What follows belongs to an exercise in optimizing a design on an open flow for small area; a production flow would make more cautious choices. Where RTL was checked, it was by simulation tests only, not by an equivalence proof against the original. Power and IR drop assume default switching activity.

Setup of lane 4:
==> flow/design.v <==
module Convolution_pipeline(
    clk,
    rst_n,
    in_valid,
    In_IFM_1,
    In_IFM_2,
    In_IFM_3,
    In_IFM_4,
    In_Weight_1,
    In_Weight_2,
    In_Weight_3,
    In_Weight_4,
    Out_OFM
    );
input clk, rst_n;
input in_valid;
input [3:0] In_IFM_1;
input [3:0] In_IFM_2;
input [3:0] In_IFM_3;
input [3:0] In_IFM_4;
input [3:0] In_Weight_1;
input [3:0] In_Weight_2;
input [3:0] In_Weight_3;
input [3:0] In_Weight_4;
output [11:0] Out_OFM;
reg [7:0] p1, p2, p3, p4;
reg [9:0] s2, s3;
always @(posedge clk) begin
    if (in_valid) begin
        p1 <= In_IFM_1 * In_Weight_1;
        p2 <= In_IFM_2 * In_Weight_2;
        p3 <= In_IFM_3 * In_Weight_3;
        p4 <= In_IFM_4 * In_Weight_4;
        s2 <= (p1 + p2) + (p3 + p4);
        s3 <= s2;
    end
end
reg [1:0] cnt;
always @(posedge clk or negedge rst_n) begin
    if (!rst_n)
        cnt <= 2'd0;
    else if (in_valid && cnt != 2'd3)
        cnt <= cnt + 2'd1;
end
reg [9:0] ofm;
always @(posedge clk or negedge rst_n) begin
    if (!rst_n)
        ofm <= 10'd0;
    else if (in_valid && cnt == 2'd3)
        ofm <= s3;
end
assign Out_OFM = {2'b00, ofm};
endmodule
Settings: LEC_CHECK=0, CAP_MARGIN=20, CORE_MARGIN=2, CORE_UTILIZATION=40, SLEW_MARGIN=20; clock period 3.0 ns.
run.sh (not shown) runs the stock make flow with config.mk's settings and CLKGATE_MAP_FILE= SYNTH_SCRIPT=/design/flow/synth_recipe.tcl, a recipe that flattens the netlist after the stock synthesis.
Lane 4: flow completed, timing, DRC and antenna clean
Changes in lane 2 relative to lane 4:
==> flow/design.v <==
module Convolution_pipeline(
    clk,
    rst_n,
    in_valid,
    In_IFM_1,
    In_IFM_2,
    In_IFM_3,
    In_IFM_4,
    In_Weight_1,
    In_Weight_2,
    In_Weight_3,
    In_Weight_4,
    Out_OFM
    );
input clk, rst_n;
input in_valid;
input [3:0] In_IFM_1;
input [3:0] In_IFM_2;
input [3:0] In_IFM_3;
input [3:0] In_IFM_4;
input [3:0] In_Weight_1;
input [3:0] In_Weight_2;
input [3:0] In_Weight_3;
input [3:0] In_Weight_4;
output [11:0] Out_OFM;
wire [9:0] dot = In_IFM_1 * In_Weight_1 + In_IFM_2 * In_Weight_2
               + In_IFM_3 * In_Weight_3 + In_IFM_4 * In_Weight_4;
reg [9:0] s1, s2, s3;
always @(posedge clk) begin
    if (in_valid) begin
        s1 <= dot;
        s2 <= s1;
        s3 <= s2;
    end
end
reg [1:0] cnt;
always @(posedge clk or negedge rst_n) begin
    if (!rst_n)
        cnt <= 2'd0;
    else if (in_valid && cnt != 2'd3)
        cnt <= cnt + 2'd1;
end
reg [9:0] ofm;
always @(posedge clk or negedge rst_n) begin
    if (!rst_n)
        ofm <= 10'd0;
    else if (in_valid && cnt == 2'd3)
        ofm <= s3;
end
assign Out_OFM = {2'b00, ofm};
endmodule
--- outcome ---
The flow for lane 2 finished, though final verification flagged setup timing.
Relative to lane 4, the routed wire length per instance measured on lane 2 has increased by more than 10%.
Lane 2 vs lane 4: largest driver fanout on the critical path up
Re compound-gate portion of the synthesized area: lane 2 and lane 4 aren't equal, and the lower value belongs to lane 2.
Taking lane 4 as the reference, in lane 2 average vias per placed instance went down; sequential power went down about 27%; area of the multi-input gates lost about 5.3%.
Layout inverter count without the clock tree ends up higher on lane 2.
Total length of routed met2 wires went down by more than 10% going from lane 4 to lane 2.
Lane 2 vs. lane 4: sequential fraction of the synthesis area shrank by 7.9 points; number of cells produced by synthesis fell by 19%.
Function was not checked in any run of this note: the RTL went through the layout flow alone.

Another version of the RTL of Convolution_pipeline (not shown whole).
Size in the first run: roughly 210 cells after synthesis, about 47 I/O pins.
==> flow/config.mk <==
export PLATFORM = sky130hd
export DESIGN_NAME = Convolution_pipeline
export DESIGN_NICKNAME = Convolution_pipeline
export VERILOG_FILES = /design/flow/design.v
export SDC_FILE = /design/flow/constraint.sdc
export NUM_CORES = 4
export LEC_CHECK = 0
export CAP_MARGIN = 0
export CORE_MARGIN = 2
export CORE_UTILIZATION = 60
export GPL_TIMING_DRIVEN = 0
export PLACE_DENSITY = 0.7
export SLEW_MARGIN = 0
export SYNTH_HIERARCHICAL = 1
export SYNTH_MINIMUM_KEEP_SIZE = 0
==> flow/constraint.sdc <==
create_clock -name core_clock -period 3.0 [get_ports {clk}]
set_input_delay 0.6000 -clock core_clock [delete_from_list [all_inputs] [get_ports {clk}]]
set_output_delay 0.6000 -clock core_clock [all_outputs]
set_load 0.01 [all_outputs]
standard.sh (not shown) runs the stock make flow with config.mk's settings and CLKGATE_MAP_FILE= SYNTH_SCRIPT=/design/flow/synth_recipe.tcl, a recipe that flattens the netlist after the stock synthesis.
==> flow/flow/run.sh <==
#!/bin/bash
# The standard layout (the standard.sh), with two changes:
#  - the port buffers are buf_1 cells (the default picks a 10 um2 delay buffer)
#  - CTS inserts no dummy clock loads
export BUFFER_PORTS_ARGS="-buffer_cell sky130_fd_sc_hd__buf_1"
export CTS_ARGS="-sink_clustering_enable -repair_clock_nets -dont_use_dummy_load"
bash standard.sh > standard.log 2>&1
Then changed:
--- a/flow/design.v
+++ b/flow/design.v
@@ -128,38 +128,38 @@
 Conv_fa u_fs75 (.a(fc40), .b(fs51), .c(fs53), .s(fs75), .co(fc76));
 Conv_fa u_fs77 (.a(fs41), .b(fs55), .c(fs57), .s(fs77), .co(fc78));
 Conv_fa u_fs79 (.a(fs43), .b(fs59), .c(fs61), .s(fs79), .co(fc80));
 Conv_fa u_fs81 (.a(fc38), .b(fc50), .c(fc66), .s(fs81), .co(fc82));
 Conv_fa u_fs83 (.a(fs47), .b(fc70), .c(fs63), .s(fs83), .co(fc84));
 Conv_fa u_fs85 (.a(fs49), .b(fc64), .c(fc74), .s(fs85), .co(fc86));
 Conv_fa u_fs87 (.a(fc68), .b(fc78), .c(fs69), .s(fs87), .co(fc88));
 Conv_fa u_fs89 (.a(fc76), .b(fs67), .c(fs77), .s(fs89), .co(fc90));
 Conv_xor u_x91 (.a(pp4_00), .b(fs1), .y(x91));
-Conv_or u_cn92 (.a(pp4_00), .b(fs1), .y(cn92));
+assign cn92 = pp4_00 | fs1;
 Conv_xor u_x93 (.a(fs71), .b(cn92), .y(x93));
-Conv_or u_cn94 (.a(fs71), .b(cn92), .y(cn94));
+assign cn94 = fs71 | cn92;
 Conv_xor u_x95 (.a(fc72), .b(fs75), .y(x95));
 Conv_xor u_x96 (.a(x95), .b(cn94), .y(x96));
 assign cn97 = x95 ? cn94 : fc72;
 Conv_fa u_fs98 (.a(r1[5]), .b(r1[6]), .c(r1[7]), .s(fs98), .co(fc99));
 Conv_fa u_fs100 (.a(r1[10]), .b(r1[11]), .c(r1[8]), .s(fs100), .co(fc101));
 Conv_fa u_fs102 (.a(r1[9]), .b(fc99), .c(fs100), .s(fs102), .co(fc103));
 Conv_fa u_fs104 (.a(r1[12]), .b(r1[13]), .c(r1[14]), .s(fs104), .co(fc105));
 Conv_fa u_fs106 (.a(fc101), .b(fs104), .c(fc103), .s(fs106), .co(fc107));
 Conv_fa u_fs108 (.a(r1[15]), .b(r1[16]), .c(fc105), .s(fs108), .co(fc109));
 Conv_xor u_x110 (.a(r1[3]), .b(r1[4]), .y(x110));
-Conv_or u_cn111 (.a(r1[3]), .b(r1[4]), .y(cn111));
+assign cn111 = r1[3] | r1[4];
 Conv_xor u_x112 (.a(fs98), .b(cn111), .y(x112));
-Conv_or u_cn113 (.a(fs98), .b(cn111), .y(cn113));
+assign cn113 = fs98 | cn111;
 Conv_xor u_x114 (.a(fs102), .b(cn113), .y(x114));
-Conv_or u_cn115 (.a(fs102), .b(cn113), .y(cn115));
+assign cn115 = fs102 | cn113;
 Conv_xor u_x116 (.a(fs106), .b(cn115), .y(x116));
-Conv_or u_cn117 (.a(fs106), .b(cn115), .y(cn117));
+assign cn117 = fs106 | cn115;
 Conv_xor u_x118 (.a(fc107), .b(fs108), .y(x118));
 Conv_xor u_x119 (.a(x118), .b(cn117), .y(x119));
 assign cn120 = x118 ? cn117 : fc107;
 Conv_xor u_x121 (.a(r1[17]), .b(fc109), .y(x121));
 Conv_xor u_x122 (.a(x121), .b(cn120), .y(x122));
 assign cn123 = x121 ? cn120 : r1[17];
 reg [17:0] r1;
 reg [9:0] s2, s3;
 always @(posedge clk) begin
@@ -225,19 +225,14 @@
 input en, en_n, d, q;
 output y;
 assign y = (en & d) | (en_n & q);
 endmodule
 module Conv_holdn(en_n, d, q, y);
 input en_n, d, q;
 output y;
 assign y = (~en_n & ~d) | (en_n & q);
 endmodule
-module Conv_or(a, b, y);
-input a, b;
-output y;
-assign y = a | b;
-endmodule
 module Conv_xor(a, b, y);
 input a, b;
 output y;
 assign y = a ^ b;
 endmodule
Area after synthesis is higher by about 1%.
Total power came out higher by about 4.5%.
Sequential power hardly moves.
Routed wire length climbs by about 7%.
Die area went up by about 1%.
The RTL of the first run of this note was laid out without a check of its function.

[separate check: timing with driven ports]
Ports are ideal in the flow. The routed layouts listed here were re-timed in OpenROAD. Step 1: set_driving_cell puts a clkbuf_16 on clk and a buf_2 on each other input, an assumption about the parent block. Step 2 times the ports against the registers' clock, not the clock port: input delays grow and output delays shrink by t, the midpoint of the rising clock arrivals with the driver on. a / b / c = ideal ports / drivers / drivers and shift; a / b = the first two.
run | shift t [ns] | setup slack, ns | worst setup path at the end | clock arrival spread, ns | pins driven straight from the clock port
lane 4 | 0.373 | 0.114 / 0.114 / -0.225 | input to register | 0.009 / 0.009 | 1
lane 2 | 0.323 | -1.838 / -1.846 / -2.169 | input to register | 0.006 / 0.006 | 1
the first run of note 2 | 0.306 | 0.047 / 0.052 / -0.255 | input to register | 0.027 / 0.027 | 1
the second run of note 2 | 0.309 | 0.106 / 0.108 / -0.201 | input to register | 0.015 / 0.016 | 1
With both steps, setup timing fails in lane 4, the first run of note 2 and the second run of note 2, where it was met with ideal ports. The setup slack of lane 4, which loses most, moves by 0.000 ns with the drivers and by -0.339 ns with both steps.
